This is an optimization exercise on Yosys and OpenROAD, whose aim is small area, not a production implementation. Function was checked by simulation only, so behaviour that the tests miss may differ from the original. Power is estimated from default activity; no workload was simulated.

File: design.v
module bin2bcd
 #( parameter                W = 10)   
  ( input      [W-1      :0] bin   ,   
    output reg [W+(W-4)/3:0] bcd   );  
  integer i,j;
  always @(bin) begin
    for(i = 0; i <= W+(W-4)/3; i = i+1) bcd[i] = 0;      
    bcd[W-1:0] = bin;                                    
    for(i = 0; i <= W-4; i = i+1)                        
      for(j = 0; j <= i/3; j = j+1)                      
        if (bcd[W-i+4*j -: 4] > 4)                       
          bcd[W-i+4*j -: 4] = bcd[W-i+4*j -: 4] + 4'd3;  
  end
endmodule
module cb7s (
    input [3:0] numero,         
    output reg [6:0] segmentos  
);
always @ (numero) begin
    case(numero)
        4'b0000: segmentos = ~7'b0111111;  
        4'b0001: segmentos = ~7'b0000110;  
        4'b0010: segmentos = ~7'b1011011;  
        4'b0011: segmentos = ~7'b1001111;  
        4'b0100: segmentos = ~7'b1100110;  
        4'b0101: segmentos = ~7'b1101101;  
        4'b0110: segmentos = ~7'b1111101;  
        4'b0111: segmentos = ~7'b0000111;  
        4'b1000: segmentos = ~7'b1111111;  
        4'b1001: segmentos = ~7'b1101111;  
        default: segmentos = ~7'b0000000;  
    endcase
end
endmodule
module tela (input [3:0] spr, input [3:0] r, input [3:0] c, output pixbit);
function [8:0] sprite_row(input [3:0] spr, input [3:0] r);
	begin
		sprite_row = 9'd0;
		case ({spr, r})
			{4'd1, 4'd1}: sprite_row = 9'b000111000;
			{4'd1, 4'd2}: sprite_row = 9'b000111100;
			{4'd1, 4'd3}: sprite_row = 9'b000110110;
			{4'd1, 4'd4}: sprite_row = 9'b000110000;
			{4'd1, 4'd5}: sprite_row = 9'b000110000;
			{4'd1, 4'd6}: sprite_row = 9'b000110000;
			{4'd1, 4'd7}: sprite_row = 9'b000110000;
			{4'd1, 4'd8}: sprite_row = 9'b011111110;
			{4'd2, 4'd1}: sprite_row = 9'b001111110;
			{4'd2, 4'd2}: sprite_row = 9'b011100011;
			{4'd2, 4'd3}: sprite_row = 9'b011100000;
			{4'd2, 4'd4}: sprite_row = 9'b001110000;
			{4'd2, 4'd5}: sprite_row = 9'b000111000;
			{4'd2, 4'd6}: sprite_row = 9'b000011100;
			{4'd2, 4'd7}: sprite_row = 9'b000001110;
			{4'd2, 4'd8}: sprite_row = 9'b011111111;
			{4'd3, 4'd1}: sprite_row = 9'b011111111;
			{4'd3, 4'd2}: sprite_row = 9'b011111111;
			{4'd3, 4'd3}: sprite_row = 9'b011100000;
			{4'd3, 4'd4}: sprite_row = 9'b001111100;
			{4'd3, 4'd5}: sprite_row = 9'b001111100;
			{4'd3, 4'd6}: sprite_row = 9'b011100000;
			{4'd3, 4'd7}: sprite_row = 9'b011111111;
			{4'd3, 4'd8}: sprite_row = 9'b011111111;
			{4'd4, 4'd1}: sprite_row = 9'b001111000;
			{4'd4, 4'd2}: sprite_row = 9'b001111100;
			{4'd4, 4'd3}: sprite_row = 9'b001111110;
			{4'd4, 4'd4}: sprite_row = 9'b001110111;
			{4'd4, 4'd5}: sprite_row = 9'b011111111;
			{4'd4, 4'd6}: sprite_row = 9'b011111110;
			{4'd4, 4'd7}: sprite_row = 9'b001110000;
			{4'd4, 4'd8}: sprite_row = 9'b001110000;
			{4'd5, 4'd1}: sprite_row = 9'b011111111;
			{4'd5, 4'd2}: sprite_row = 9'b011111111;
			{4'd5, 4'd3}: sprite_row = 9'b000000011;
			{4'd5, 4'd4}: sprite_row = 9'b001111111;
			{4'd5, 4'd5}: sprite_row = 9'b011111111;
			{4'd5, 4'd6}: sprite_row = 9'b011100000;
			{4'd5, 4'd7}: sprite_row = 9'b011111111;
			{4'd5, 4'd8}: sprite_row = 9'b011111111;
			{4'd6, 4'd1}: sprite_row = 9'b011111111;
			{4'd6, 4'd2}: sprite_row = 9'b011111111;
			{4'd6, 4'd3}: sprite_row = 9'b000000011;
			{4'd6, 4'd4}: sprite_row = 9'b001111111;
			{4'd6, 4'd5}: sprite_row = 9'b011111111;
			{4'd6, 4'd6}: sprite_row = 9'b011100011;
			{4'd6, 4'd7}: sprite_row = 9'b011100011;
			{4'd6, 4'd8}: sprite_row = 9'b011111111;
			{4'd7, 4'd1}: sprite_row = 9'b011111111;
			{4'd7, 4'd2}: sprite_row = 9'b011111111;
			{4'd7, 4'd3}: sprite_row = 9'b011100000;
			{4'd7, 4'd4}: sprite_row = 9'b001110000;
			{4'd7, 4'd5}: sprite_row = 9'b000111000;
			{4'd7, 4'd6}: sprite_row = 9'b000011100;
			{4'd7, 4'd7}: sprite_row = 9'b000001110;
			{4'd7, 4'd8}: sprite_row = 9'b000001110;
			{4'd8, 4'd1}: sprite_row = 9'b001100000;
			{4'd8, 4'd2}: sprite_row = 9'b001110000;
			{4'd8, 4'd3}: sprite_row = 9'b001111000;
			{4'd8, 4'd4}: sprite_row = 9'b001111100;
			{4'd8, 4'd5}: sprite_row = 9'b001100000;
			{4'd8, 4'd6}: sprite_row = 9'b001100000;
			{4'd8, 4'd7}: sprite_row = 9'b001111100;
			{4'd8, 4'd8}: sprite_row = 9'b011111111;
			{4'd9, 4'd1}: sprite_row = 9'b000011000;
			{4'd9, 4'd2}: sprite_row = 9'b000111100;
			{4'd9, 4'd3}: sprite_row = 9'b001110110;
			{4'd9, 4'd4}: sprite_row = 9'b011111111;
			{4'd9, 4'd5}: sprite_row = 9'b011111111;
			{4'd9, 4'd6}: sprite_row = 9'b001111110;
			{4'd9, 4'd7}: sprite_row = 9'b000111100;
			{4'd9, 4'd8}: sprite_row = 9'b000011000;
			default: sprite_row = 9'd0;
		endcase
	end
endfunction
wire [15:0] row = {7'd0, sprite_row(spr, r)};
wire [3:0] cm1 = c - 4'd1;
assign pixbit = row[cm1];   
endmodule
module top1(
	input CLOCK_50,
	input RESET_N,
	input [7:0] KEY,
	input [9:0] SW,
	output [7:0] VGA_R,
	output [7:0] VGA_G,
	output [7:0] VGA_B,
	output VGA_CLK,
	output VGA_HS,
	output VGA_VS,
	output VGA_BLANK_N,
	output VGA_SYNC_N,
	output [6:0] HEX0,
	output [6:0] HEX1,
	output [6:0] HEX2,
	output [6:0] HEX3,
	output [6:0] HEX4,
	output [6:0] HEX5
);
	wire clk = CLOCK_50;
	wire rst = !RESET_N;      
	wire gr  = SW[9];         
	wire rr  = rst || gr;
	reg ph;
	always @(posedge clk) begin
		if (rr) ph <= 1'b0;
		else    ph <= ~ph;
	end
	assign VGA_CLK = ph;
	wire sobe = !ph && !gr;
	reg ant0, ant1, ab_p, bd_p;
	always @(posedge clk) begin
		if (rst) begin
			ant0 <= 0; ant1 <= 0; ab_p <= 0; bd_p <= 0;
		end else if (sobe) begin
			ab_p <= SW[0] != ant0;
			ant0 <= SW[0];
			bd_p <= SW[1] != ant1;
			ant1 <= SW[1];
		end
	end
	wire debug = SW[8];
	reg [4:0] hq; reg [5:0] hr;
	reg [4:0] vq; reg [5:0] vr;
	reg hs_r, vs_r;
	wire h_end = (hq == 5'd16) && (hr == 6'd15);    
	wire v_end = (vq == 5'd12) && (vr == 6'd9);     
	always @(posedge clk) begin
		if (rst) begin
			hq <= 5'd16; hr <= 6'd16; vq <= 5'd24; vr <= 6'd29;
			hs_r <= 0; vs_r <= 0;
		end else if (sobe) begin
			hs_r <= !((hq == 5'd16 && hr >= 6'd16) || (hq == 5'd17) || (hq == 5'd18 && hr < 6'd32));
			vs_r <= !(vq == 5'd24 && (vr == 6'd29 || vr == 6'd30));
			if (hr == 6'd39) begin
				hr <= 6'd0;
				hq <= (hq == 5'd19) ? 5'd0 : hq + 5'd1;
			end else hr <= hr + 6'd1;
			if (h_end) begin
				if (v_end) begin
					vq <= 5'd24; vr <= 6'd29;
				end else if (vq == 5'd25 && vr == 6'd23) begin
					vq <= 5'd0; vr <= 6'd0;
				end else if (vr == 6'd39) begin
					vq <= vq + 5'd1; vr <= 6'd0;
				end else begin
					vr <= vr + 6'd1;
				end
			end
		end
	end
	assign VGA_HS = hs_r;
	assign VGA_VS = vs_r;
	assign VGA_BLANK_N = 1'b1;
	assign VGA_SYNC_N = 1'b0;
	wire ativo = (hq < 5'd16) && (vq < 5'd12);
	reg z;
	always @(posedge clk) begin
		if (rst)     z <= 1'b1;
		else if (ph) z <= gr;
	end
	wire [4:0] linha   = z ? 5'd0 : vq;
	wire [4:0] coluna  = z ? 5'd0 : hq;
	wire [5:0] lin_int = z ? 6'd0 : vr;
	wire [5:0] col_int = z ? 6'd0 : hr;
	reg [10:0] kc0, kc1, kc2, kc3;
	reg kN, kS, kL, kO;
	always @(posedge clk) begin
		if (rst) begin
			kc0 <= 0; kc1 <= 0; kc2 <= 0; kc3 <= 0;
			kN <= 0; kS <= 0; kL <= 0; kO <= 0;
		end else begin
			if (!KEY[3]) begin
				if (kc0 == 11'd68) begin kc0 <= 0; kN <= 1; end
				else begin kc0 <= {kc0[9:0], ~(kc0[10] ^ kc0[8])}; kN <= 0; end
			end else kN <= 0;
			if (!KEY[2]) begin
				if (kc1 == 11'd68) begin kc1 <= 0; kS <= 1; end
				else begin kc1 <= {kc1[9:0], ~(kc1[10] ^ kc1[8])}; kS <= 0; end
			end else kS <= 0;
			if (!KEY[0]) begin
				if (kc2 == 11'd68) begin kc2 <= 0; kL <= 1; end
				else begin kc2 <= {kc2[9:0], ~(kc2[10] ^ kc2[8])}; kL <= 0; end
			end else kL <= 0;
			if (!KEY[1]) begin
				if (kc3 == 11'd68) begin kc3 <= 0; kO <= 1; end
				else begin kc3 <= {kc3[9:0], ~(kc3[10] ^ kc3[8])}; kO <= 0; end
			end else kO <= 0;
		end
	end
	reg [3:0] cx, cy;
	always @(posedge clk) begin
		if (rr) begin
			cx <= 0; cy <= 0;
		end else begin
			case ({kN, kS, kL, kO})
				4'b1000: cy <= (cy != 4'd0) ? cy - 4'd1 : 4'd11;
				4'b0100: cy <= (cy < 4'd11) ? cy + 4'd1 : 4'd0;
				4'b0010: cx <= cx + 4'd1;
				4'b0001: cx <= cx - 4'd1;
				default: ;
			endcase
		end
	end
	reg [2:0] up [0:191];
	reg [2:0] cn [0:191];
	reg [10:1] lfsr;
	always @(posedge clk) begin
		if (rst) lfsr <= 0;
		else if (sobe) lfsr <= {lfsr[9:1], lfsr[10] ~^ lfsr[7]};
	end
	reg [9:0] cont_random;
	reg reset_ant;
	always @(posedge clk) begin
		if (rst) begin
			cont_random <= 0; reset_ant <= 0;
		end else begin
			if (gr && !reset_ant) cont_random <= cont_random + 10'd1;
			reset_ant <= gr;
		end
	end
	wire [9:0] rsum = lfsr + cont_random;
	reg  [1:0] rmod3;
	always @(*) begin
		case (rsum[9:6])
			4'd0, 4'd3, 4'd6, 4'd9, 4'd12, 4'd15: rmod3 = 2'd0;
			4'd1, 4'd4, 4'd7, 4'd10, 4'd13:       rmod3 = 2'd1;
			default:                              rmod3 = 2'd2;
		endcase
	end
	wire [7:0] random_2 = {rmod3, rsum[5:0]};    
	reg done_clear, wr_en_clear;
	reg [1:0] estado_clear;
	reg done_minas;
	reg [7:0] av;
	reg [3:0] est;
	reg [7:0] P;
	reg candmode;           
	reg [4:0] wdg;
	reg weg;
	reg [2:0] cont_lfsr;
	reg [2:0] estado_ab, estado_bd;
	reg explodiu;
	reg wv;                 
	reg [7:0] rd_bd, wa_bd;
	reg [4:0] wd_bd;        
	reg we_bd;
	reg [9:0] num_minas;
	reg varre, abriu, venceu, pv;
	wire leitura_vga = (estado_bd == 0) && (estado_ab == 0);
	wire [7:0] vga_addr = {vq[3:0], hq[3:0]};
	wire [3:0] lin_m = P[7:4];
	wire [3:0] col_m = P[3:0];
	reg [7:0] roff, woff;
	always @(*) begin
		case (est)
			4'd2: roff = -8'd17;
			4'd3: roff = -8'd16;
			4'd4: roff = -8'd15;
			4'd5: roff = -8'd1;
			4'd6: roff = 8'd1;
			4'd7: roff = 8'd15;
			4'd8: roff = 8'd16;
			default: roff = 8'd17;
		endcase
		case (est)
			4'd3: woff = -8'd17;
			4'd4: woff = -8'd16;
			4'd5: woff = -8'd15;
			4'd6: woff = -8'd1;
			4'd7: woff = 8'd1;
			4'd8: woff = 8'd15;
			4'd9: woff = 8'd16;
			4'd10: woff = 8'd17;
			default: woff = 8'd0;
		endcase
	end
	wire [7:0] rd_gen = candmode ? P : P + roff;
	wire [7:0] wa_gen = P + woff;
	reg [7:0] ra;
	reg       swe;
	reg [7:0] swa;
	reg [5:0] swd;
	reg       sel_ab;
	always @(*) begin
		ra = 8'd0; swe = 0; swa = av; swd = 6'd0; sel_ab = 0;
		if (!done_clear) begin
			swe = wr_en_clear; swa = av; swd = 6'd0; ra = 8'd0;
		end else if (!done_minas) begin
			swe = weg; swa = wa_gen; swd = {1'b0, wdg}; ra = rd_gen;
		end else if (leitura_vga) begin
			swe = 0; ra = vga_addr;
		end else if (estado_ab == 0) begin
			swe = we_bd; swa = wa_bd; swd = {wd_bd[4:3], 1'b0, wd_bd[2:0]}; ra = rd_bd;
		end else begin
			swe = weg; swa = P; swd = {1'b0, wdg}; ra = P; sel_ab = 1;
		end
	end
	wire [5:0] y_in;
	wire [5:0] info = leitura_vga ? y_in : 6'd0;
	reg we_q;
	always @(posedge clk) begin
		if (rr) we_q <= 0;
		else    we_q <= swe;
	end
	wire [3:0] lin_v = av[7:4];
	wire [3:0] col_v = av[3:0];
	wire fim_varre = av >= 8'd192;
	wire [7:0] addr_prox = fim_varre ? 8'd0 : av + 8'd1;
	wire prox_campo = addr_prox < 8'd192;
	wire ab4 = (estado_ab == 3'd4) && done_minas;
	wire run_sw = done_minas && !we_q && !ab4 && varre;    
	wire gen_step = sobe && !done_minas && done_clear;
	wire ab_step  = sobe && done_clear && done_minas;
	wire [2:0] estado_ab_at = ab_p ? 3'd1 : estado_ab;
	wire [2:0] estado_bd_at = bd_p ? 3'd1 : estado_bd;
	reg [7:0] soff;
	always @(*) begin
		case (est)
			4'd1: soff = 8'd1;
			4'd2: soff = -8'd1;
			4'd3: soff = -8'd16;
			4'd4: soff = 8'd16;
			4'd5: soff = -8'd15;
			4'd6: soff = -8'd17;
			4'd7: soff = 8'd17;
			4'd8: soff = 8'd15;
			default: soff = 8'd1;
		endcase
	end
	wire [7:0] sa = (est == 4'd0 && fim_varre) ? 8'd0 : av + soff;
	wire [3:0] sv;
	wire [15:0] rc, sc;
	wire [11:0] rrw, srw;
	genvar g;
	generate for (g = 0; g < 16; g = g + 1) begin : dcol
		assign rc[g] = ra[3:0] == g;
		assign sc[g] = sa[3:0] == g;
	end
	for (g = 0; g < 12; g = g + 1) begin : drow
		assign rrw[g] = ra[7:4] == g;
		assign srw[g] = sa[7:4] == g;
	end endgenerate
	reg [5:0] rrow, rdv;
	reg [3:0] srow, sdv;
	integer i, j;
	always @(*) begin
		rdv = 0; sdv = 0;
		for (j = 0; j < 12; j = j + 1) begin
			rrow = 0; srow = 0;
			for (i = 0; i < 16; i = i + 1) begin
				rrow = rrow | ({6{rc[i]}} & {up[j*16+i], cn[j*16+i]});
				srow = srow | ({4{sc[i]}} & {up[j*16+i], cn[j*16+i] == 3'd0});
			end
			rdv = rdv | ({6{rrw[j]}} & rrow);
			sdv = sdv | ({4{srw[j]}} & srow);
		end
	end
	assign y_in = rdv;
	assign sv = sdv;
	wire nb_vazio = (sv == 4'b0011);
	wire [2:0] tipo_prox = sv[3:1];
	always @(posedge clk) begin
		if (rr) begin
			done_clear <= 0; wr_en_clear <= 0; estado_clear <= 0; av <= 0;
		end else if (!done_clear) begin
			if (sobe) begin
				case (estado_clear)
					2'd0: begin
						av <= 0; wr_en_clear <= 1; estado_clear <= 1;
					end
					2'd1: begin
						if (av >= 8'd192) begin
							wr_en_clear <= 0; estado_clear <= 2;
						end else wr_en_clear <= 1;
						av <= av + 8'd1;
					end
					2'd2: done_clear <= 1;
					default: ;
				endcase
			end
		end else if (!done_minas) begin
			if (gen_step && est == 4'd1 && y_in[4] == 1'b0) av <= av + 8'd1;    
end else if (!we_q && ab4) begin
			av <= 8'd192;
		end else if (run_sw && est == 4'd0) begin
			av <= addr_prox;
		end
	end
	always @(posedge clk) begin
		if (rst) cont_lfsr <= 0;
		if (rr) begin
			done_minas <= 0; est <= 0; candmode <= 1;
		end else if (!done_minas) begin
			if (gen_step) begin
				case (est)
					4'd0: begin
						if (cont_lfsr == 3'b111) begin
							est <= 1; cont_lfsr <= 0; candmode <= 1;
						end else cont_lfsr <= cont_lfsr + 3'd1;
					end
					4'd1: begin
						if (y_in[4] == 1'b0) begin
							candmode <= 0;
							est <= 2;
						end else est <= 0;
					end
					4'd11: begin
						if (av >= 8'd231) begin    
							done_minas <= 1; est <= 0;
						end else est <= 0;
					end
					default: est <= est + 4'd1;
				endcase
			end
		end else if (run_sw) begin
			case (est)
				4'd0: if (prox_campo && tipo_prox == 3'b000) est <= 1;
				4'd1: est <= (col_v < 15 && nb_vazio) ? 4'd9 : 4'd2;
				4'd2: est <= (col_v >= 1 && nb_vazio) ? 4'd9 : 4'd3;
				4'd3: est <= (lin_v >= 1 && nb_vazio) ? 4'd9 : 4'd4;
				4'd4: est <= (lin_v < 11 && nb_vazio) ? 4'd9 : 4'd5;
				4'd5: est <= (lin_v >= 1 && col_v < 15 && nb_vazio) ? 4'd9 : 4'd6;
				4'd6: est <= (lin_v >= 1 && col_v >= 1 && nb_vazio) ? 4'd9 : 4'd7;
				4'd7: est <= (lin_v < 11 && col_v < 15 && nb_vazio) ? 4'd9 : 4'd8;
				4'd8: est <= (lin_v < 11 && col_v >= 1 && nb_vazio) ? 4'd9 : 4'd0;
				4'd9: est <= 0;
				default: ;
			endcase
		end
	end
	reg gwr;    
	always @(*) begin
		case (est)
			4'd2: gwr = lin_m >= 1 && col_m >= 1;
			4'd3: gwr = lin_m >= 1;
			4'd4: gwr = lin_m >= 1 && col_m < 15;
			4'd5: gwr = col_m >= 1;
			4'd6: gwr = col_m < 15;
			4'd7: gwr = lin_m < 11 && col_m >= 1;
			4'd8: gwr = lin_m < 11;
			4'd9: gwr = lin_m < 11 && col_m < 15;
			default: gwr = 0;
		endcase
	end
	wire [5:0] y_inc = y_in + 6'd1;
	always @(posedge clk) begin
		if (rr) begin
			P <= 0; wdg <= 0; weg <= 0;
			estado_ab <= 0; explodiu <= 0; wv <= 0;
		end else if (!done_minas) begin
			if (gen_step) begin
				weg <= 0;
				if (est == 4'd0 && cont_lfsr == 3'b111) P <= random_2;
				if (est == 4'd1 && y_in[4] == 1'b0) begin
					wdg <= {1'b1, y_in[3:0]}; weg <= 1;
				end
				if (gwr) begin
					wdg <= y_inc[4:0]; weg <= 1;
				end
			end
		end else if (ab_step) begin
			wv <= 0;
			if (ab_p) estado_ab <= 1;
			case (estado_ab_at)
				3'd1: begin
					P <= {cy, cx}; estado_ab <= 2;
				end
				3'd2: begin
					if (y_in[5] != 1) begin
						wdg <= {y_in[4], 1'b1, y_in[2:0]};
						weg <= 1; wv <= 1;
						if (y_in[4] == 1) explodiu <= 1;
					end
					estado_ab <= 3;
				end
				3'd3: begin
					weg <= 0; estado_ab <= 4;
				end
				3'd4: estado_ab <= 0;
				default: ;
			endcase
		end
	end
	always @(posedge clk) begin
		if (rr) begin
			rd_bd <= 0; wa_bd <= 0; wd_bd <= 0; we_bd <= 0;
			estado_bd <= 0; num_minas <= 10'd38;
		end else if (ab_step) begin
			if (bd_p) estado_bd <= 1;
			case (estado_bd_at)
				3'd1: begin
					rd_bd <= {cy, cx}; estado_bd <= 2;
				end
				3'd2: begin
					if (y_in[3] != 1) begin
						if (y_in[5] == 0) num_minas <= num_minas - 10'd1;
						else              num_minas <= num_minas + 10'd1;
						wd_bd <= {~y_in[5], y_in[4], y_in[2:0]};
						wa_bd <= rd_bd;
						we_bd <= 1;
					end
					estado_bd <= 3;
				end
				3'd3: begin
					we_bd <= 0; estado_bd <= 4;
				end
				3'd4: estado_bd <= 0;
				default: ;
			endcase
		end
	end
	always @(posedge clk) begin
		if (rst) pv <= 0;
		if (rr) begin
			abriu <= 0; venceu <= 0; varre <= 0;
		end else if (!done_minas || we_q) begin
		end else if (ab4) begin
			varre <= 1; abriu <= 1; pv <= 0;
		end else if (varre) begin
			case (est)
				4'd0: begin
					if (fim_varre) begin
						if (!abriu) varre <= 0;
						abriu <= 0;
						venceu <= pv;
					end
					if (prox_campo && tipo_prox == 3'b000) pv <= 0;
					else if (prox_campo && tipo_prox == 3'b100) pv <= 0;
					else if (fim_varre) pv <= 1;
				end
				4'd9: abriu <= 1;
				default: ;
			endcase
		end
	end
	wire pipe_w = we_q && !ph && !rr && (!sel_ab || wv);
	wire sw_w   = run_sw && (est == 4'd9) && !rr;
	wire       m_we_up = pipe_w || sw_w;
	wire       m_we_cn = pipe_w;
	wire [7:0] m_wa = pipe_w ? swa : av;
	wire [2:0] m_wup = pipe_w ? swd[5:3] : 3'b001;
	integer k;
	always @(posedge clk) begin
		for (k = 0; k < 192; k = k + 1) begin
			if (m_we_up && m_wa == k) up[k] <= m_wup;
			if (m_we_cn && m_wa == k) cn[k] <= swd[2:0];
		end
	end
	wire bandeira = info[5];
	wire mina     = info[4];
	wire aberto   = info[3];
	wire [2:0] num = info[2:0];
	wire mc = debug || explodiu || venceu;
	reg [3:0] spr;
	always @(posedge clk) begin
		if (rr) spr <= 0;
		else if (sobe) begin
			if (bandeira) spr <= 4'd8;
			else if (mina && (aberto || mc)) spr <= 4'd9;
			else if (aberto || mc) spr <= {1'b0, num};
			else spr <= 0;
		end
	end
	wire pixbit;
	tela rom(.spr(spr), .r(lin_int[5:2]), .c(col_int[5:2]), .pixbit(pixbit));
	localparam [3:0] C_BLACK = 0, C_RED = 1, C_WHITE = 2, C_BLUE = 3, C_GREEN = 4,
	                 C_NAVY = 5, C_DRED = 6, C_DGREEN = 7, C_GRAY = 8, C_DGRAY = 9;
	reg [3:0] cor;
	wire borda = (lin_int < 6'd2) || (col_int < 6'd2);
	wire cursor = ((linha == {1'b0, cy} && coluna == {1'b0, cx}) && borda) ||
	              ((linha == {1'b0, cy} + 5'd1 && coluna == {1'b0, cx}) && lin_int < 6'd2) ||
	              ((linha == {1'b0, cy} && coluna == {1'b0, cx} + 5'd1) && col_int < 6'd2);
	always @(posedge clk) begin
		if (rr) cor <= C_BLACK;
		else if (sobe) begin
			if (ativo) begin
				if (cursor) cor <= C_RED;
				else if (borda) cor <= C_BLACK;
				else if ((bandeira || aberto || mc) && pixbit) begin
					if (bandeira) cor <= (lin_int < 6'd20) ? C_RED : (!mc ? C_WHITE : C_BLACK);
					else if (mina && (aberto || mc)) cor <= C_BLACK;
					else begin
						case (num)
							3'd0: cor <= C_WHITE;
							3'd1: cor <= C_BLUE;
							3'd2: cor <= C_GREEN;
							3'd3: cor <= C_RED;
							3'd4: cor <= C_NAVY;
							3'd5: cor <= C_DRED;
							3'd6: cor <= C_DGREEN;
							default: cor <= C_BLACK;
						endcase
					end
				end else if (!aberto && !mc) begin
					cor <= (linha[0] ^ coluna[0]) ? C_GRAY : C_DGRAY;
				end else begin
					cor <= (explodiu && aberto && mina) ? C_RED : C_WHITE;
				end
			end else cor <= C_BLACK;
		end
	end
	reg [7:0] r_o, g_o, b_o;
	always @(*) begin
		case (cor)
			C_RED:    begin r_o = 8'd255; g_o = 8'd0;   b_o = 8'd0;   end
			C_WHITE:  begin r_o = 8'd255; g_o = 8'd255; b_o = 8'd255; end
			C_BLUE:   begin r_o = 8'd0;   g_o = 8'd0;   b_o = 8'd255; end
			C_GREEN:  begin r_o = 8'd0;   g_o = 8'd255; b_o = 8'd0;   end
			C_NAVY:   begin r_o = 8'd0;   g_o = 8'd0;   b_o = 8'd60;  end
			C_DRED:   begin r_o = 8'd127; g_o = 8'd0;   b_o = 8'd0;   end
			C_DGREEN: begin r_o = 8'd0;   g_o = 8'd127; b_o = 8'd0;   end
			C_GRAY:   begin r_o = 8'd127; g_o = 8'd127; b_o = 8'd127; end
			C_DGRAY:  begin r_o = 8'd63;  g_o = 8'd63;  b_o = 8'd63;  end
			default:  begin r_o = 8'd0;   g_o = 8'd0;   b_o = 8'd0;   end
		endcase
	end
	assign VGA_R = r_o;
	assign VGA_G = g_o;
	assign VGA_B = b_o;
	reg [12:0] tcont;
	reg [3:0] d0, d1, d2;
	reg tk;
	wire stop = explodiu || venceu;
	always @(posedge clk) begin
		if (rr) begin
			tcont <= 0; d0 <= 0; d1 <= 0; d2 <= 0; tk <= 0;
		end else if (!stop && !tk) begin
			if (tcont == 13'd1504) begin
				tcont <= 0;
				if (d0 == 4'd9) begin
					d0 <= 0;
					if (d1 == 4'd9) begin
						d1 <= 0;
						if (d2 == 4'd9) begin
							d2 <= 0; tk <= 1;
						end else d2 <= d2 + 4'd1;
					end else d1 <= d1 + 4'd1;
				end else d0 <= d0 + 4'd1;
			end else tcont <= {tcont[11:0], ~(tcont[12] ^ tcont[2])};
		end
	end
	cb7s dig0(.numero(d0), .segmentos(HEX0));
	cb7s dig1(.numero(d1), .segmentos(HEX1));
	cb7s dig2(.numero(d2), .segmentos(HEX2));
	assign HEX3 = 7'b1111111;
	wire [12:0] bcd;
	bin2bcd b2b(.bin(num_minas), .bcd(bcd));
	cb7s dig4(.numero(bcd[3:0]), .segmentos(HEX4));
	cb7s dig5(.numero(bcd[7:4]), .segmentos(HEX5));
endmodule
File: flow/run.sh
#!/bin/bash
# Own flow: the standard layout (standard.sh) with these changes:
#  - synthesis maps the logic with an area-oriented ABC script (flow/abc_speed.script)
#    and leaves adders to ABC (no separate full/half adder mapping);
#    every yosys step before ABC, flip-flop mapping included, is the standard one,
#    so the registers are the same as the standard synthesis's;
#  - clock tree synthesis without dummy loads and with larger sink clusters;
#  - the port buffers are the smallest buffer (buf_1).
set -euo pipefail
W=$PWD
cp -r "$FLOW_HOME/scripts" "$W/scr"
cp "$W/flow/abc_speed.script" "$W/scr/abc_speed.script"
make -C "$FLOW_HOME" DESIGN_CONFIG="$W/config.mk" WORK_HOME="$W/orfs" CLKGATE_MAP_FILE= \
  SYNTH_SCRIPT="$W/synth_recipe.tcl" SCRIPTS_DIR="$W/scr" ADDER_MAP_FILE= synth > "$W/synth.log" 2>&1
CTS="-sink_clustering_enable -repair_clock_nets -dont_use_dummy_load"
CTS="$CTS -buf_list {sky130_fd_sc_hd__clkbuf_8}"
CTS="$CTS -sink_clustering_size 12 -sink_clustering_max_diameter 60"
bash "$W/standard.sh" "CTS_ARGS=$CTS" "BUFFER_PORTS_ARGS=-buffer_cell sky130_fd_sc_hd__buf_1" finish > "$W/layout.log" 2>&1
File: flow/abc_speed.script
strash
&get -n
&fraig -x
&put
dc2
strash
&get -n
&deepsyn -T 300
&put
strash
&get -n
&dch -f
&nf -R 1000
&put
strash
&get -n
&dch -f
&nf -R 1000
&put
topo
File: standard.sh
#!/bin/bash
# synth_recipe.tcl (not shown) runs the flow's synth.tcl, then flattens the netlist and writes it again
# the make line also repeats each setting of config.mk as NAME=value (left out here)
make -C /OpenROAD-flow-scripts/flow DESIGN_CONFIG=/design/flow/config.mk WORK_HOME=/design/flow/orfs CLKGATE_MAP_FILE= SYNTH_SCRIPT=/design/flow/synth_recipe.tcl "${@:-finish}"
File: config.mk
export PLATFORM = sky130hd
export DESIGN_NAME = top1
export DESIGN_NICKNAME = top1
export VERILOG_FILES = /design/flow/design.v
export SDC_FILE = /design/flow/constraint.sdc
export NUM_CORES = 8
export LEC_CHECK = 0
export CAP_MARGIN = 15
export CORE_MARGIN = 2
export CORE_UTILIZATION = 40
export SLEW_MARGIN = 5
File: constraint.sdc
create_clock -name core_clock -period 20.0 [get_ports {CLOCK_50}]
set_input_delay 4.0000 -clock core_clock [delete_from_list [all_inputs] [get_ports {CLOCK_50}]]
set_output_delay 4.0000 -clock core_clock [all_outputs]
set_load 0.01 [all_outputs]
==> results.sh, run 1 <==
export IMPL_outcome="timing/DRC/antenna clean"
export IMPL_r2r_slack_ns=11.13
export IMPL_async_flop_share_pct=0
export IMPL_hold_class="reg2reg"
export IMPL_drt_iter0_drc=11330
export IMPL_syn2layout_area_growth_pct=9.748
export IMPL_wl_per_cell_um=32.85
export IMPL_crit_type="in2reg"
export IMPL_dpl_hpwl_um=139500
export IMPL_dr_pass1_iters=22
export IMPL_grt_total_usage_pct=29.13
export IMPL_clk_latency_ns=0.95
export IMPL_nFillCells=13550
export IMPL_ys_types=66
export IMPL_drv_slew=0
export IMPL_clkTransAtPathRegs_ns=0.07
export IMPL_antenna_found_initial=4
export IMPL_yosys_warnings=6
export IMPL_vdd_drop_max_v=0.00006483
export IMPL_cts_resized=0
export IMPL_syn_area_sq_mm=0.05943
export IMPL_drive_gt1_share_pct=6.398
export IMPL_clock_sinks=1412
export IMPL_finalWirelength_um=227400
export IMPL_synth_seq_area_share_pct=66.97
export IMPL_gp_congestion=0.9650
export IMPL_die_w_um=389.4
export IMPL_start_kind="input pin"
export IMPL_synth_top_cell_by_area="edfxtp_1"
export IMPL_crit_path_end_kind="flip-flop"
export IMPL_row_count=141
export IMPL_power_leakage_nw=21.94
export IMPL_crit_arrival_ns=10.25
export IMPL_synth_edff_count=1152
export IMPL_grt_pass1_wl_um=323800
export IMPL_post_cts_buffers=0
export IMPL_drc_errors=0
export IMPL_die_h_um=389.4
export IMPL_synth_cells=4673
export IMPL_die_area_sq_mm=0.1517
export IMPL_synth_top_flop_cell="edfxtp_1"
export IMPL_fin_cells=6923
export IMPL_vias=48600
export IMPL_syn_avg_cell_area_sq_um=12.72
export IMPL_power_density_mw_per_mm2=73.61
export IMPL_grt_pass1_vias=46380
export IMPL_drtAntennaViolNets=0
export IMPL_place_area_sq_mm=0.06324
export IMPL_cp_max_fo=18
export IMPL_cts_root_buf="clkbuf_8"
export IMPL_fmax_ghz=0.1027
export IMPL_start_util_pct=40.24
export IMPL_core_sq_mm=0.1477
export IMPL_worstPathRequired_ns=20.52
export IMPL_cts_made_buffers=142
export IMPL_ys_ff_latch=1412
export IMPL_worst_pin_slew_ns=1.274
export IMPL_finalHoldViolations=0
export IMPL_dp_cells=6773
export IMPL_maxCapViolations=0
export IMPL_io_buffers=71
export IMPL_period_minus_slack_ns=9.734
export IMPL_synth_area_leaders="edfxtp_1 58%, dfxtp_1 8.8%, a222oi_1 6.4%"
export IMPL_period_share_pct=48.67
export IMPL_layout_nets=5008
export IMPL_cts_tree="built"
export IMPL_grt_setup_unrepaired="false"
export IMPL_viasPerCell=7.020
export IMPL_grt_overflow_total=0
export IMPL_skew_ns=0.08468
export IMPL_setup_viol=0
export IMPL_max_slew_margin_pct=15.03
export IMPL_synth_top_cell_area_share_pct=58.21
export IMPL_h_tree_depth=4
export IMPL_setup_tns_ns=0
export IMPL_final_cell_area_sq_mm=0.06522
export IMPL_grt_start_max_net_pins=92
export IMPL_io_pins=91
export IMPL_power_total_w=0.004801
export IMPL_postCtsHoldBufs=0
export IMPL_cts_buffer_depth=3
-- cells in the mapped netlist (75+ instances only) --
cell and number:
edfxtp_1 1152, nor2_1 659, nand2_1 397, a222oi_1 380
dfxtp_1 260, nor4_1 243, a22oi_1 193, a21oi_1 185
o21ai_0 159, nand3_1 136, a22o_1 111, nand4_1 75
-- per-stage QoR --
step	worst slack (ns)	utilization (%)	hold WS [ns]
finish	10.27	44.17	0.4718
global route	9.755	44.16	0.4966
CTS	10.28	44.15	0.4770
detailed placement	9.691	42.83	0.4492
global placement	9.772	42.83	0.4448
floorplan	9.670	-	0.4182
-- placed cells by master, fill, tap and decap left out, drive strengths merged, types with 56 or more instances in the layout --
cell type and instances:
a22o 111, nand4 75, clkbuf 142, a222oi 380
nand3 136, dfxtp 260, a221oi 56, edfxtp 1152
buf 187, nor2 659, nor4 243, a22oi 193
nand2 397, o21ai 159, a21oi 185, nor3 68
-- registers in the layout, summed over array words and instances, names as in the netlist, 6 cells and up --
name / flops
cn: 576
up: 576
tcont: 13
kc0: 11
kc1: 11
kc2: 11
kc3: 11
cont_random: 10
lfsr: 10
num_minas: 10
P: 8
av: 8
rd_bd: 8
wa_bd: 8
HEX0: 7
HEX1: 7
HEX2: 7
hr: 6
vr: 6
-- where the power goes --
part | internal [W] | switching [W]
Combinational | 0.0000192 | 0.0000534
Clock | 0.000632 | 0.000956
Sequential | 0.00313 | 0.00000597
-- worst max-delay path, cell delays in order --
cell and delay, ns:
buf_1 0.28, nor2_1 0.48, nand2_1 0.40, clkinv_1 0.48
nand2_1 0.13, a31oi_2 0.16, buf_4 0.37, and3_1 0.49
nor2_1 0.25, a221oi_1 1.08, nand2_1 0.25, nor2_1 0.72
nand2_1 0.66, nor2_1 0.46
-- final cells by class --
cell class,instances,area [sq um],area share (%)
sequential,1412,39800,61.02
tap,1930,2415,3.703
clock buffer,142,1954,2.997
multi-input combinational,3203,19730,30.25
timing repair buffer,187,1150,1.763
antenna,7,17.52,0.02686
inverter,42,157.7,0.2417
-- cells by family after synthesis --
logic type / count (synthesis) / synth area share [%]
buf+inv: 65 / 0.5559
other cells: 2 / 0.01264
compound gates: 1301 / 16.93
flops: 1412 / 66.97
mux: 7 / 0.1221
fa+ha+maj: 1 / 0.01684
xor+xnor: 65 / 0.9580
simple gates: 1820 / 14.44
-- per-layer routing --
layer,track usage [%],routed length [um],vias to the layer above
li1,-,-,20000
met1,38.20,82260,23370
met2,43.48,97150,4299
met3,8.775,33980,924
met4,15.23,13920,5
met5,0.3509,85,-
-- worst paths after layout --
| check | end | depth (start not counted) | from |
|---|---|---|---|
| max | up[75][1] | 14 | SW[9] |
| min | wr_en_clear | 1 | wr_en_clear |
| max reg2reg | VGA_B[6] | 26 | est[3] |
| min reg2reg | wr_en_clear | 1 | wr_en_clear |
==> inputs of run 2 (changes only) <==
--- a/flow/run.sh
+++ b/flow/run.sh
@@ -14,5 +14,5 @@
   SYNTH_SCRIPT="$W/synth_recipe.tcl" SCRIPTS_DIR="$W/scr" ADDER_MAP_FILE= synth > "$W/synth.log" 2>&1
 CTS="-sink_clustering_enable -repair_clock_nets -dont_use_dummy_load"
 CTS="$CTS -buf_list {sky130_fd_sc_hd__clkbuf_8}"
-CTS="$CTS -sink_clustering_size 12 -sink_clustering_max_diameter 60"
+CTS="$CTS -sink_clustering_size 14 -sink_clustering_max_diameter 80"
 bash "$W/standard.sh" "CTS_ARGS=$CTS" "BUFFER_PORTS_ARGS=-buffer_cell sky130_fd_sc_hd__buf_1" finish > "$W/layout.log" 2>&1
--- a/config.mk
+++ b/config.mk
@@ -7,5 +7,5 @@
 export LEC_CHECK = 0
 export CAP_MARGIN = 15
 export CORE_MARGIN = 2
-export CORE_UTILIZATION = 40
+export CORE_UTILIZATION = 55
 export SLEW_MARGIN = 5
==> results.sh, run 2 <==
export IMPL_vdd_drop_max_v=0.00005972
export IMPL_syn2layout_area_growth_pct=7.872
export IMPL_syn_area_sq_mm=0.05943
export IMPL_place_area_sq_mm=0.06255
export IMPL_start_kind="input pin"
export IMPL_drt_iter0_drc=11530
export IMPL_regToRegEndpoint="VGA_B[6]"
export IMPL_crit_chain="buf_1, buf_4, nor2_1, nand2_1, clkinv_1, nand2_1, a31oi_2, buf_4, and3_1, nor2_1, a221oi_1, nand2_1, nor2_1, nand2_1, nor2_1"
export IMPL_final_cell_area_sq_mm=0.06410
export IMPL_cts_made_buffers=111
export IMPL_synth_cells=4673
export IMPL_routed_top_layer="met5"
export IMPL_die_area_sq_mm=0.1107
export IMPL_synth_most_common_cell="edfxtp_1"
export IMPL_synth_area_leaders="edfxtp_1 58%, dfxtp_1 8.8%, a222oi_1 6.4%"
export IMPL_yosys_warnings=6
export IMPL_hold_depth=1
export IMPL_critical_path_top_delay_family="simple AND/OR/NAND/NOR gates"
export IMPL_period_share_pct=48.72
export IMPL_grt_start_max_net_pins=101
export IMPL_antenna_found_initial=10
export IMPL_drtAntennaViolNets=0
export IMPL_fmax_ghz=0.1026
export IMPL_ys_types=66
export IMPL_drc_errors=0
export IMPL_synth_top_cell_by_area="edfxtp_1"
export IMPL_syn_avg_cell_area_sq_um=12.72
export IMPL_die_h_um=332.7
export IMPL_synth_common_cells="1,152 x edfxtp_1, 659 x nor2_1, 397 x nand2_1, 380 x a222oi_1, 260 x dfxtp_1"
export IMPL_wl_per_cell_um=34.63
export IMPL_io_buffers=71
export IMPL_hold_class="reg2reg"
export IMPL_clkTransAtPathRegs_ns=0.09
export IMPL_row_count=120
export IMPL_crit_arrival_ns=10.27
export IMPL_cpMaxStageDelayCell="a221oi_1"
export IMPL_ys_ff_latch=1412
export IMPL_r2r_slack_ns=11.26
export IMPL_fin_cells=6365
export IMPL_drive_gt1_share_pct=5.792
export IMPL_io_pins=91
export IMPL_crit_type="in2reg"
export IMPL_reg_top3="cn (576), up (576), tcont (13)"
export IMPL_finalWirelength_um=220400
export IMPL_power_density_mw_per_mm2=71.86
export IMPL_final_cell_mix="1,152 x edfxtp_1, 628 x nor2_1, 380 x nand2_1, 380 x a222oi_1, 260 x dfxtp_1"
export IMPL_dpl_hpwl_um=133400
export IMPL_crit_buf_inv=4
export IMPL_clock_sinks=1412
export IMPL_vias=48240
export IMPL_grt_pass1_wl_um=314200
export IMPL_finalHoldViolations=0
export IMPL_dp_cells=6245
export IMPL_wl_met2_um=92250
export IMPL_worstPathRequired_ns=20.53
export IMPL_cts_resized=0
export IMPL_grt_pass1_vias=45620
export IMPL_setup_tns_ns=0
export IMPL_whs_ns=0.4672
export IMPL_cp_max_fo=18
export IMPL_cts_tree="built"
export IMPL_worst_pin_slew_ns=1.450
export IMPL_critPathMaxStageDelay_ns=0.95
export IMPL_cts_root_buf="clkbuf_8"
export IMPL_r2r_cells=26
export IMPL_grt_total_usage_pct=38.88
export IMPL_grt_setup_unrepaired="false"
export IMPL_routed_wl_met3_um=33680
export IMPL_outcome="timing/DRC/antenna clean"
export IMPL_synth_top_cell_area_share_pct=58.21
export IMPL_worstHoldEndpoint="wr_en_clear"
export IMPL_layout_nets=4977
export IMPL_hold_start="wr_en_clear"
export IMPL_dr_pass1_iters=15
export IMPL_gp_congestion=0.9714
export IMPL_rr_startpoint="est[1]"
export IMPL_post_cts_buffers=0
export IMPL_final_common_cell="edfxtp_1"
export IMPL_grt_overflow_total=0
export IMPL_power_leakage_nw=21.67
export IMPL_async_flop_share_pct=0
export IMPL_utilization_pct=59.88
export IMPL_skew_ns=0.08870
export IMPL_viasPerCell=7.579
export IMPL_die_w_um=332.7
export IMPL_core_sq_mm=0.1071
export IMPL_cts_buffer_depth=3
export IMPL_start_util_pct=55.51
export IMPL_synth_top_flop_cell="edfxtp_1"
export IMPL_wl_met1_um=80160
export IMPL_max_slew_margin_pct=3.309
export IMPL_maxCapViolations=0
export IMPL_synth_edff_count=1152
export IMPL_crit_path_end_kind="flip-flop"
export IMPL_period_minus_slack_ns=9.744
export IMPL_synth_seq_area_share_pct=66.97
export IMPL_h_tree_depth=3
export IMPL_clk_latency_ns=0.86
export IMPL_drv_slew=0
export IMPL_postCtsHoldBufs=0
export IMPL_setup_viol=0
-- run 2: cell counts after synthesis --
Identical to the previous run, type by type.
-- run 2: final cells by class --
cell class              count  area, sq um
flip-flops and latches   1412        39800
multi-input cells        3203        19700
well taps                1403         1755
inverters                  42        157.7
fillers                  8754        42950
repair buffers            187         1147
diodes                      7        17.52
clock buffers             111         1528
-- run 2: kinds of logic after synthesis --
logic type	count (synthesis)	synth area share, %
buffers and inverters	65	0.5559
XOR/XNOR	65	0.9580
AO/OA/AOI/OAI	1301	16.93
flip-flops	1412	66.97
AND/OR/NAND/NOR	1820	14.44
multiplexers	7	0.1221
other	2	0.01264
adder cells (fa/ha/maj)	1	0.01684
-- run 2: how the worst max path moves through the flow --
stage / startpoint / slack [ns] / endpoint / cells after the start
6_report: SW[9] / 10.26 / cn[59][2] / 15
5_1_grt: num_minas[8] / 9.80 / HEX4[2] / 21
3_5_place_dp: SW[9] / 9.49 / cn[59][1] / 15
3_3_place_gp: SW[9] / 9.55 / cn[63][1] / 15
4_1_cts: SW[9] / 10.42 / cn[58][0] / 15
2_1_floorplan: SW[9] / 9.67 / up[0][2] / 7
-- run 2: where the power goes --
group	internal [W]	switching [W]
Combinational	0.0000197	0.0000535
Sequential	0.00313	0.00000585
Clock	0.000493	0.000901
-- run 2: metal layers --
metal	global-route usage, %	vias up
met5	0	-
met4	20.63	14
met3	13.65	940
met2	55.71	4193
met1	52.15	23140
li1	-	19950
-- run 2: through the flow --
step | total power (W) | setup slack (ns)
final | 0.004606 | 10.26
after floorplan | 0.003244 | 9.670
after CTS | 0.004616 | 10.42
after detailed placement | 0.003277 | 9.485
after global routing | 0.004719 | 9.801
after global placement | 0.003277 | 9.552
==> inputs of run 3 (changes only) <==
--- a/design.v
+++ b/design.v
@@ -199,10 +199,10 @@
 		if (rst)     z <= 1'b1;
 		else if (ph) z <= gr;
 	end
-	wire [4:0] linha   = z ? 5'd0 : vq;
-	wire [4:0] coluna  = z ? 5'd0 : hq;
-	wire [5:0] lin_int = z ? 6'd0 : vr;
-	wire [5:0] col_int = z ? 6'd0 : hr;
+	wire [4:0] linha   = vq;
+	wire [4:0] coluna  = hq;
+	wire [5:0] lin_int = vr;
+	wire [5:0] col_int = hr;
 	reg [10:0] kc0, kc1, kc2, kc3;
 	reg kN, kS, kL, kO;
 	always @(posedge clk) begin
@@ -592,6 +592,23 @@
 	wire aberto   = info[3];
 	wire [2:0] num = info[2:0];
 	wire mc = debug || explodiu || venceu;
+	localparam [3:0] C_BLACK = 0, C_RED = 1, C_WHITE = 2, C_BLUE = 3, C_GREEN = 4,
+	                 C_NAVY = 5, C_DRED = 6, C_DGREEN = 7, C_GRAY = 8, C_DGRAY = 9;
+	reg [9:0] cb;    
+	function [9:0] grp(input [3:0] c);
+		case (c)
+			C_RED:    grp = 10'b111_000_0000;
+			C_WHITE:  grp = 10'b111_111_1111;
+			C_BLUE:   grp = 10'b000_000_1111;
+			C_GREEN:  grp = 10'b000_111_0000;
+			C_NAVY:   grp = 10'b000_000_0010;
+			C_DRED:   grp = 10'b011_000_0000;
+			C_DGREEN: grp = 10'b000_011_0000;
+			C_GRAY:   grp = 10'b011_011_0111;
+			C_DGRAY:  grp = 10'b001_001_0011;
+			default:  grp = 10'b000_000_0000;
+		endcase
+	endfunction
 	reg [3:0] spr;
 	always @(posedge clk) begin
 		if (rr) spr <= 0;
@@ -604,57 +621,43 @@
 	end
 	wire pixbit;
 	tela rom(.spr(spr), .r(lin_int[5:2]), .c(col_int[5:2]), .pixbit(pixbit));
-	localparam [3:0] C_BLACK = 0, C_RED = 1, C_WHITE = 2, C_BLUE = 3, C_GREEN = 4,
-	                 C_NAVY = 5, C_DRED = 6, C_DGREEN = 7, C_GRAY = 8, C_DGRAY = 9;
-	reg [3:0] cor;
 	wire borda = (lin_int < 6'd2) || (col_int < 6'd2);
 	wire cursor = ((linha == {1'b0, cy} && coluna == {1'b0, cx}) && borda) ||
 	              ((linha == {1'b0, cy} + 5'd1 && coluna == {1'b0, cx}) && lin_int < 6'd2) ||
 	              ((linha == {1'b0, cy} && coluna == {1'b0, cx} + 5'd1) && col_int < 6'd2);
 	always @(posedge clk) begin
-		if (rr) cor <= C_BLACK;
+		if (rr) cb <= grp(C_BLACK);
 		else if (sobe) begin
 			if (ativo) begin
-				if (cursor) cor <= C_RED;
-				else if (borda) cor <= C_BLACK;
+				if (z) cb <= grp(C_RED);
+				else if (cursor) cb <= grp(C_RED);
+				else if (borda) cb <= grp(C_BLACK);
 				else if ((bandeira || aberto || mc) && pixbit) begin
-					if (bandeira) cor <= (lin_int < 6'd20) ? C_RED : (!mc ? C_WHITE : C_BLACK);
-					else if (mina && (aberto || mc)) cor <= C_BLACK;
+					if (bandeira) cb <= grp((lin_int < 6'd20) ? C_RED : (!mc ? C_WHITE : C_BLACK));
+					else if (mina && (aberto || mc)) cb <= grp(C_BLACK);
 					else begin
 						case (num)
-							3'd0: cor <= C_WHITE;
-							3'd1: cor <= C_BLUE;
-							3'd2: cor <= C_GREEN;
-							3'd3: cor <= C_RED;
-							3'd4: cor <= C_NAVY;
-							3'd5: cor <= C_DRED;
-							3'd6: cor <= C_DGREEN;
-							default: cor <= C_BLACK;
+							3'd0: cb <= grp(C_WHITE);
+							3'd1: cb <= grp(C_BLUE);
+							3'd2: cb <= grp(C_GREEN);
+							3'd3: cb <= grp(C_RED);
+							3'd4: cb <= grp(C_NAVY);
+							3'd5: cb <= grp(C_DRED);
+							3'd6: cb <= grp(C_DGREEN);
+							default: cb <= grp(C_BLACK);
 						endcase
 					end
 				end else if (!aberto && !mc) begin
-					cor <= (linha[0] ^ coluna[0]) ? C_GRAY : C_DGRAY;
+					cb <= grp((linha[0] ^ coluna[0]) ? C_GRAY : C_DGRAY);
 				end else begin
-					cor <= (explodiu && aberto && mina) ? C_RED : C_WHITE;
+					cb <= grp((explodiu && aberto && mina) ? C_RED : C_WHITE);
 				end
-			end else cor <= C_BLACK;
+			end else cb <= grp(C_BLACK);
 		end
 	end
-	reg [7:0] r_o, g_o, b_o;
-	always @(*) begin
-		case (cor)
-			C_RED:    begin r_o = 8'd255; g_o = 8'd0;   b_o = 8'd0;   end
-			C_WHITE:  begin r_o = 8'd255; g_o = 8'd255; b_o = 8'd255; end
-			C_BLUE:   begin r_o = 8'd0;   g_o = 8'd0;   b_o = 8'd255; end
-			C_GREEN:  begin r_o = 8'd0;   g_o = 8'd255; b_o = 8'd0;   end
-			C_NAVY:   begin r_o = 8'd0;   g_o = 8'd0;   b_o = 8'd60;  end
-			C_DRED:   begin r_o = 8'd127; g_o = 8'd0;   b_o = 8'd0;   end
-			C_DGREEN: begin r_o = 8'd0;   g_o = 8'd127; b_o = 8'd0;   end
-			C_GRAY:   begin r_o = 8'd127; g_o = 8'd127; b_o = 8'd127; end
-			C_DGRAY:  begin r_o = 8'd63;  g_o = 8'd63;  b_o = 8'd63;  end
-			default:  begin r_o = 8'd0;   g_o = 8'd0;   b_o = 8'd0;   end
-		endcase
-	end
+	wire [7:0] r_o = {cb[9], cb[8], {6{cb[7]}}};
+	wire [7:0] g_o = {cb[6], cb[5], {6{cb[4]}}};
+	wire [7:0] b_o = {cb[3], cb[2], {4{cb[1]}}, {2{cb[0]}}};
 	assign VGA_R = r_o;
 	assign VGA_G = g_o;
 	assign VGA_B = b_o;
--- a/config.mk
+++ b/config.mk
@@ -7,5 +7,5 @@
 export LEC_CHECK = 0
 export CAP_MARGIN = 15
 export CORE_MARGIN = 2
-export CORE_UTILIZATION = 55
+export CORE_UTILIZATION = 65
 export SLEW_MARGIN = 5
==> results.sh, run 3 <==
export IMPL_outcome="timing/DRC/antenna clean"
export IMPL_grt_setup_unrepaired="false"
export IMPL_drt_iter0_drc=11780
export IMPL_finalHoldViolations=0
export IMPL_synth_top_cell_by_area="edfxtp_1"
export IMPL_antenna_found_initial=3
export IMPL_grt_start_max_net_pins=104
export IMPL_syn2layout_area_growth_pct=7.359
export IMPL_grt_pass1_vias=46370
export IMPL_io_buffers=71
export IMPL_h_tree_depth=3
export IMPL_row_count=111
export IMPL_cts_resized=0
export IMPL_wl_per_cell_um=34.74
export IMPL_final_cell_mix="1,152 x edfxtp_1, 618 x nor2_1, 428 x nand2_1"
export IMPL_multi_input_area_sq_mm=0.01986
export IMPL_grt_pass1_wl_um=308600
export IMPL_crit_path_end_kind="flip-flop"
export IMPL_regArea_sq_mm=0.03972
export IMPL_setup_viol=0
export IMPL_clkTransAtPathRegs_ns=0.09
export IMPL_gr_usage_met3_pct=17.14
export IMPL_gp_congestion=1.048
export IMPL_die_area_sq_mm=0.09406
export IMPL_start_util_pct=65.27
export IMPL_synth_common_cells="1,152 x edfxtp_1, 650 x nor2_1, 445 x nand2_1, 349 x a222oi_1, 256 x dfxtp_1"
export IMPL_io_pins=91
export IMPL_syn_area_sq_mm=0.05956
export IMPL_drtAntennaViolNets=0
export IMPL_crit_chain="buf_1, nor2_1, nand2_1, clkinv_1, nand3_1, nor3_1, nor2_1, a2111oi_0, a21oi_1, nor3b_1, nand2_1, nor2_1"
export IMPL_finalWirelength_um=215000
export IMPL_top_usage_layer="met2"
export IMPL_cp_max_fo=16
export IMPL_dr_pass1_iters=17
export IMPL_synth_edff_count=1152
export IMPL_cts_buffer_depth=3
export IMPL_setup_tns_ns=0
export IMPL_grt_total_usage_pct=44.95
export IMPL_cts_made_buffers=111
export IMPL_viasPerCell=7.984
export IMPL_drv_slew=0
export IMPL_cpMaxStageDelayCell="nor3_1"
export IMPL_worstPathRequired_ns=20.44
export IMPL_crit_type="in2reg"
export IMPL_critical_path_top_delay_family="simple AND/OR/NAND/NOR gates"
export IMPL_synth_cells=4716
export IMPL_vias=49390
export IMPL_fin_cells=6187
export IMPL_synth_area_leaders="edfxtp_1 58%, dfxtp_1 8.6%, a222oi_1 5.9%"
export IMPL_maxCapViolations=0
export IMPL_start_kind="input pin"
export IMPL_drc_errors=0
export IMPL_synth_top_cell_area_share_pct=58.08
export IMPL_die_w_um=306.7
export IMPL_cts_tree="built"
export IMPL_synth_most_common_cell="edfxtp_1"
export IMPL_synth_seq_area_share_pct=66.69
export IMPL_clock_sinks=1408
export IMPL_final_common_cell="edfxtp_1"
export IMPL_drive_gt1_share_pct=5.705
export IMPL_crit_arrival_ns=10.92
export IMPL_max_slew_margin_pct=15.10
export IMPL_grt_met1_usage_pct=59.47
export IMPL_vdd_drop_max_v=0.00006390
export IMPL_met2_usage_pct=64.20
export IMPL_power_density_mw_per_mm2=72.05
export IMPL_cts_root_buf="clkbuf_8"
export IMPL_core_sq_mm=0.09125
export IMPL_yosys_warnings=6
export IMPL_layout_nets=5018
export IMPL_crit_buf_inv=2
export IMPL_critPathMaxStageDelay_ns=1.02
export IMPL_dpl_hpwl_um=130500
export IMPL_syn_avg_cell_area_sq_um=12.63
export IMPL_power_leakage_nw=20.99
export IMPL_worst_pin_slew_ns=1.269
export IMPL_grt_overflow_total=0
export IMPL_fmax_ghz=0.09543
export IMPL_nFillCells=6645
export IMPL_clk_latency_ns=0.87
export IMPL_postCtsHoldBufs=0
export IMPL_period_minus_slack_ns=10.48
export IMPL_synth_top_flop_cell="edfxtp_1"
export IMPL_period_share_pct=52.40
export IMPL_ys_types=64
export IMPL_die_h_um=306.7
export IMPL_reg_top3="cn (576), up (576), tcont (13)"
export IMPL_async_flop_share_pct=0
export IMPL_dp_cells=6070
export IMPL_skew_ns=0.1088
export IMPL_post_cts_buffers=0
export IMPL_ys_ff_latch=1408
export IMPL_crit_path_frequent_cell="nor2_1"
export IMPL_hold_class="reg2reg"
run 3: changes by cell type after synthesis, moves of 11 or more:
cell	before	now
a221o_1	2	18
a21boi_0	8	19
a222oi_1	380	349
nand2_1	397	445
nand3_1	136	112
a221oi_1	56	80
a21oi_1	185	166
nor3_1	68	89
o21ai_0	159	171
a31oi_1	43	57
a22oi_1	193	156
run 3: worst paths after layout:
| check | start | endpoint | slack, ns | depth (start not counted) |
|---|---|---|---|---|
| worst min register to register | cb[5] | cb[5] | 0.46 | 2 |
| worst max-delay path | SW[9] | up[122][0] | 9.52 | 12 |
| worst min-delay path | cb[5] | cb[5] | 0.46 | 2 |
| worst max register to register | est[0] | num_minas[9] | 10.75 | 27 |
run 3: worst reg2reg max path, stage by stage (launching register included):
cell and delay, ns:
dfxtp_1 0.68, nand2_1 0.20, or2_0 0.34, o32a_1 0.24
and2_0 0.18, nand2_1 0.11, a21o_1 0.11, a21oi_1 0.05
xnor2_1 0.19, nor2_1 0.06, a221oi_1 0.67, or2_0 0.60
nor2_4 0.22, buf_4 0.36, buf_4 0.49, a222oi_1 0.48
and4_1 0.25, a31oi_1 0.18, nor4_1 1.08, and3_1 0.70
o2111ai_1 0.34, nor2_1 0.26, o211a_1 0.20, nor3b_1 0.39
nand2_1 0.18, nor3_1 0.25, a21oi_1 0.07, a311oi_1 0.25
run 3: stage by stage:
step                      util (%)  power, W  hold WS [ns]  worst slack [ns]  instance area [sq um]
after global routing         70.07  0.004701        0.4867             9.493                  63930
after global placement       68.38  0.003277        0.4314             9.279                  62390
after CTS                    70.05  0.004592        0.4641             10.06                  63920
final                        70.07  0.004607        0.4583             9.521                  63940
after floorplan                  -  0.003240        0.4168             11.28                  59580
after detailed placement     68.38  0.003277        0.4414             9.283                  62390
run 3: metal layers:
metal / share of wire (%) / vias up
met5: 0.0056 / -
met4: 7.1 / 2
met3: 18 / 1100
met2: 42 / 5102
met1: 33 / 23180
li1: - / 20010
run 3: kinds of logic after synthesis:
family,share of synthesized area (%)
flip-flops,66.69
XOR/XNOR,1.029
buffers and inverters,0.6050
other,0.01261
AO/OA/AOI/OAI,16.88
AND/OR/NAND/NOR,14.66
multiplexers,0.1071
adder cells (fa/ha/maj),0.01681
run 3: power by group:
| part | leakage, nW | internal [W] | switching, W |
|---|---|---|---|
| Sequential | 13.8 | 0.00313 | 0.00000471 |
| Clock | 0.798 | 0.000493 | 0.000899 |
| Combinational | 6.36 | 0.0000220 | 0.0000636 |
run 3: final cells by class:
cell class	instances	area share, %
sequential	1408	62.12
multi-input combinational	3242	31.06
clock buffer	111	2.389
tap	1186	2.321
timing repair buffer	185	1.794
inverter	50	0.2935
antenna	5	0.01957
==> inputs of run 4 (changes only) <==
--- a/config.mk
+++ b/config.mk
@@ -7,5 +7,5 @@
 export LEC_CHECK = 0
 export CAP_MARGIN = 15
 export CORE_MARGIN = 2
-export CORE_UTILIZATION = 65
+export CORE_UTILIZATION = 55
 export SLEW_MARGIN = 5
==> results.sh, run 4 <==
export IMPL_hold_start="abriu"
export IMPL_worstPathRequired_ns=20.46
export IMPL_vdd_drop_max_v=0.00005478
export IMPL_setup_viol=0
export IMPL_cts_root_buf="clkbuf_8"
export IMPL_hold_class="reg2reg"
export IMPL_setup_tns_ns=0
export IMPL_post_cts_buffers=0
export IMPL_postCtsHoldBufs=0
export IMPL_cts_buffer_depth=3
export IMPL_synth_top_cell_area_share_pct=58.08
export IMPL_power_leakage_nw=21.07
export IMPL_dp_worst_setup_slack_ns=9.511
export IMPL_syn_area_sq_mm=0.05956
export IMPL_synth_top_flop_cell="edfxtp_1"
export IMPL_io_buffers=71
export IMPL_drtAntennaViolNets=0
export IMPL_async_flop_share_pct=0
export IMPL_die_w_um=333.1
export IMPL_final_common_cell="edfxtp_1"
export IMPL_core_sq_mm=0.1072
export IMPL_ys_types=64
export IMPL_crit_path_end_kind="flip-flop"
export IMPL_synth_top_cell_by_area="edfxtp_1"
export IMPL_maxCapViolations=0
export IMPL_final_cell_mix="1,152 x edfxtp_1, 618 x nor2_1, 428 x nand2_1"
export IMPL_power_density_mw_per_mm2=71.84
export IMPL_fmax_ghz=0.09944
export IMPL_die_h_um=333.1
export IMPL_row_count=120
export IMPL_drt_iter0_drc=11480
export IMPL_crit_path_frequent_cell="nor2_1"
export IMPL_start_kind="input pin"
export IMPL_ys_ff_latch=1408
export IMPL_finalWirelength_um=224300
export IMPL_antenna_found_initial=7
export IMPL_grt_start_max_net_pins=101
export IMPL_cts_resized=0
export IMPL_grt_overflow_total=0
export IMPL_regArea_sq_mm=0.03972
export IMPL_critical_path_top_delay_family="simple AND/OR/NAND/NOR gates"
export IMPL_synth_area_leaders="edfxtp_1 58%, dfxtp_1 8.6%, a222oi_1 5.9%"
export IMPL_finalHoldViolations=0
export IMPL_drive_gt1_share_pct=5.932
export IMPL_outcome="timing/DRC/antenna clean"
export IMPL_cts_made_buffers=111
export IMPL_rr_startpoint="est[0]"
export IMPL_wl_per_cell_um=34.98
export IMPL_syn2layout_area_growth_pct=7.989
export IMPL_yosys_warnings=6
export IMPL_nFillCells=8756
export IMPL_whs_ns=0.4557
export IMPL_multi_input_area_sq_mm=0.01988
export IMPL_vias=48850
export IMPL_crit_buf_inv=4
export IMPL_start_util_pct=55.56
export IMPL_period_minus_slack_ns=10.06
export IMPL_layout_nets=5029
export IMPL_h_tree_depth=3
export IMPL_dpl_hpwl_um=136100
export IMPL_cpMaxStageDelayCell="nand3_1"
export IMPL_gp_congestion=0.9677
export IMPL_crit_chain="buf_1, nor2_1, buf_4, nand2_1, clkinv_1, nand3_1, nor2_1, nor2_1, a2111oi_0, a21oi_1, clkinv_1, nor2_1, nand3_1, nor2_1"
export IMPL_synth_most_common_cell="edfxtp_1"
export IMPL_crit_type="in2reg"
export IMPL_io_pins=91
export IMPL_cp_max_fo=16
export IMPL_drc_errors=0
export IMPL_cts_tree="built"
export IMPL_die_area_sq_mm=0.1109
export IMPL_worst_pin_slew_ns=1.269
export IMPL_skew_ns=0.05646
export IMPL_clock_sinks=1408
export IMPL_crit_arrival_ns=10.52
export IMPL_synth_edff_count=1152
export IMPL_reg_top3="cn (576), up (576), tcont (13)"
export IMPL_max_slew_margin_pct=15.21
export IMPL_worstSetupStartpoint="SW[9]"
export IMPL_synth_seq_area_share_pct=66.69
export IMPL_grt_total_usage_pct=39.37
export IMPL_clkTransAtPathRegs_ns=0.09
export IMPL_grt_pass1_wl_um=317800
export IMPL_period_share_pct=50.28
export IMPL_dr_pass1_iters=12
export IMPL_setup_slack_ns=9.944
export IMPL_grt_pass1_vias=45870
export IMPL_syn_avg_cell_area_sq_um=12.63
export IMPL_drv_slew=0
export IMPL_synth_common_cells="1,152 x edfxtp_1, 650 x nor2_1, 445 x nand2_1, 349 x a222oi_1, 256 x dfxtp_1"
export IMPL_grt_setup_unrepaired="false"
export IMPL_synth_cells=4716
export IMPL_clk_latency_ns=0.84
export IMPL_viasPerCell=7.618
export IMPL_critPathMaxStageDelay_ns=0.92
[run 4: cell counts after synthesis]
No cell type changed its count.
[run 4: per-stage QoR]
step / cells / cell area, sq um / util (%) / total power, W
2_1_floorplan: 4723 / 59580 / - / 0.003240
3_3_place_gp: 6297 / 62770 / 58.55 / 0.003278
3_5_place_dp: 6298 / 62780 / 58.56 / 0.003278
4_1_cts: 6409 / 64300 / 59.98 / 0.004625
5_1_grt: 6411 / 64310 / 59.99 / 0.004731
6_report: 6413 / 64320 / 59.99 / 0.004621
[run 4: cell families (layout without fill, tap and decap cells)]
kind of cell	Yosys count	in the layout	synth area share (%)
XOR/XNOR	70	70	1.029
AO/OA/AOI/OAI	1300	1300	16.88
adder cells (fa/ha/maj)	1	1	0.01681
buffers and inverters	73	357	0.6050
flip-flops	1408	1408	66.69
multiplexers	6	6	0.1071
AND/OR/NAND/NOR	1856	1856	14.66
other	2	12	0.01261
[run 4: layout make-up]
| class | count | share of cell area (%) |
|---|---|---|
| inverter | 50 | 0.2918 |
| clock buffer | 111 | 2.375 |
| sequential | 1408 | 61.76 |
| timing repair buffer | 196 | 1.930 |
| antenna | 3 | 0.01167 |
| multi-input combinational | 3242 | 30.91 |
| tap | 1403 | 2.729 |
[run 4: worst paths after layout]
check,to,slack (ns),cells past startpoint
worst max-delay path,cn[151][0],9.94,14
worst min-delay path,varre,0.46,2
worst max register to register,num_minas[9],11.10,28
worst min register to register,varre,0.46,2
[run 4: report_power, final]
part           leakage [nW]  internal [W]  switching (W)  total (W)
combinational          6.44     0.0000218      0.0000629  0.0000847
sequential             13.8       0.00313     0.00000481    0.00313
clock                 0.798      0.000493       0.000913    0.00141
[run 4: tightest hold or removal path, cell delays in order (launching register included)]
cell      delay (ns)
dfxtp_1         0.32
clkinv_1        0.04
a31oi_1         0.06
[run 4: metal layers]
metal / wire [um] / up-vias / track usage [%]
li1: - / 20070 / -
met4: 13580 / 6 / 20.16
met5: 42 / - / 0
met1: 81390 / 23450 / 54.33
met3: 35990 / 870 / 12.46
met2: 93290 / 4457 / 56.12

==> afterwards: timing with drivers on the ports <==
Ports are ideal in the flow. The routed layouts listed here were re-timed in OpenROAD. Step 1: set_driving_cell puts a clkbuf_16 on CLOCK_50 and a buf_2 on each other input, an assumption about the parent block. Step 2 adds t to the input delays and takes it off the output delays; t is the mean of the earliest and latest rising clock arrival at the registers after step 1. Input paths then give back, and output paths get back, about the clock's delay inside the block. Slacks: ideal / step 1 / step 2; pairs: ideal / step 1.
run | t (ns) | setup slack, ns | worst register clock-pin slew, ns
run 1 | 0.978 | 10.266 / 10.310 / 9.344 | 0.09 / 0.09
run 2 | 0.891 | 10.256 / 10.308 / 9.417 | 0.11 / 0.11
run 3 | 0.879 | 9.521 / 9.559 / 8.680 | 0.11 / 0.11
run 4 | 0.869 | 9.944 / 9.983 / 9.114 | 0.11 / 0.11
After both steps every run listed still meets setup and hold. The setup slack of run 1, which loses most, moves by +0.044 ns with the drivers and by -0.922 ns with both steps.
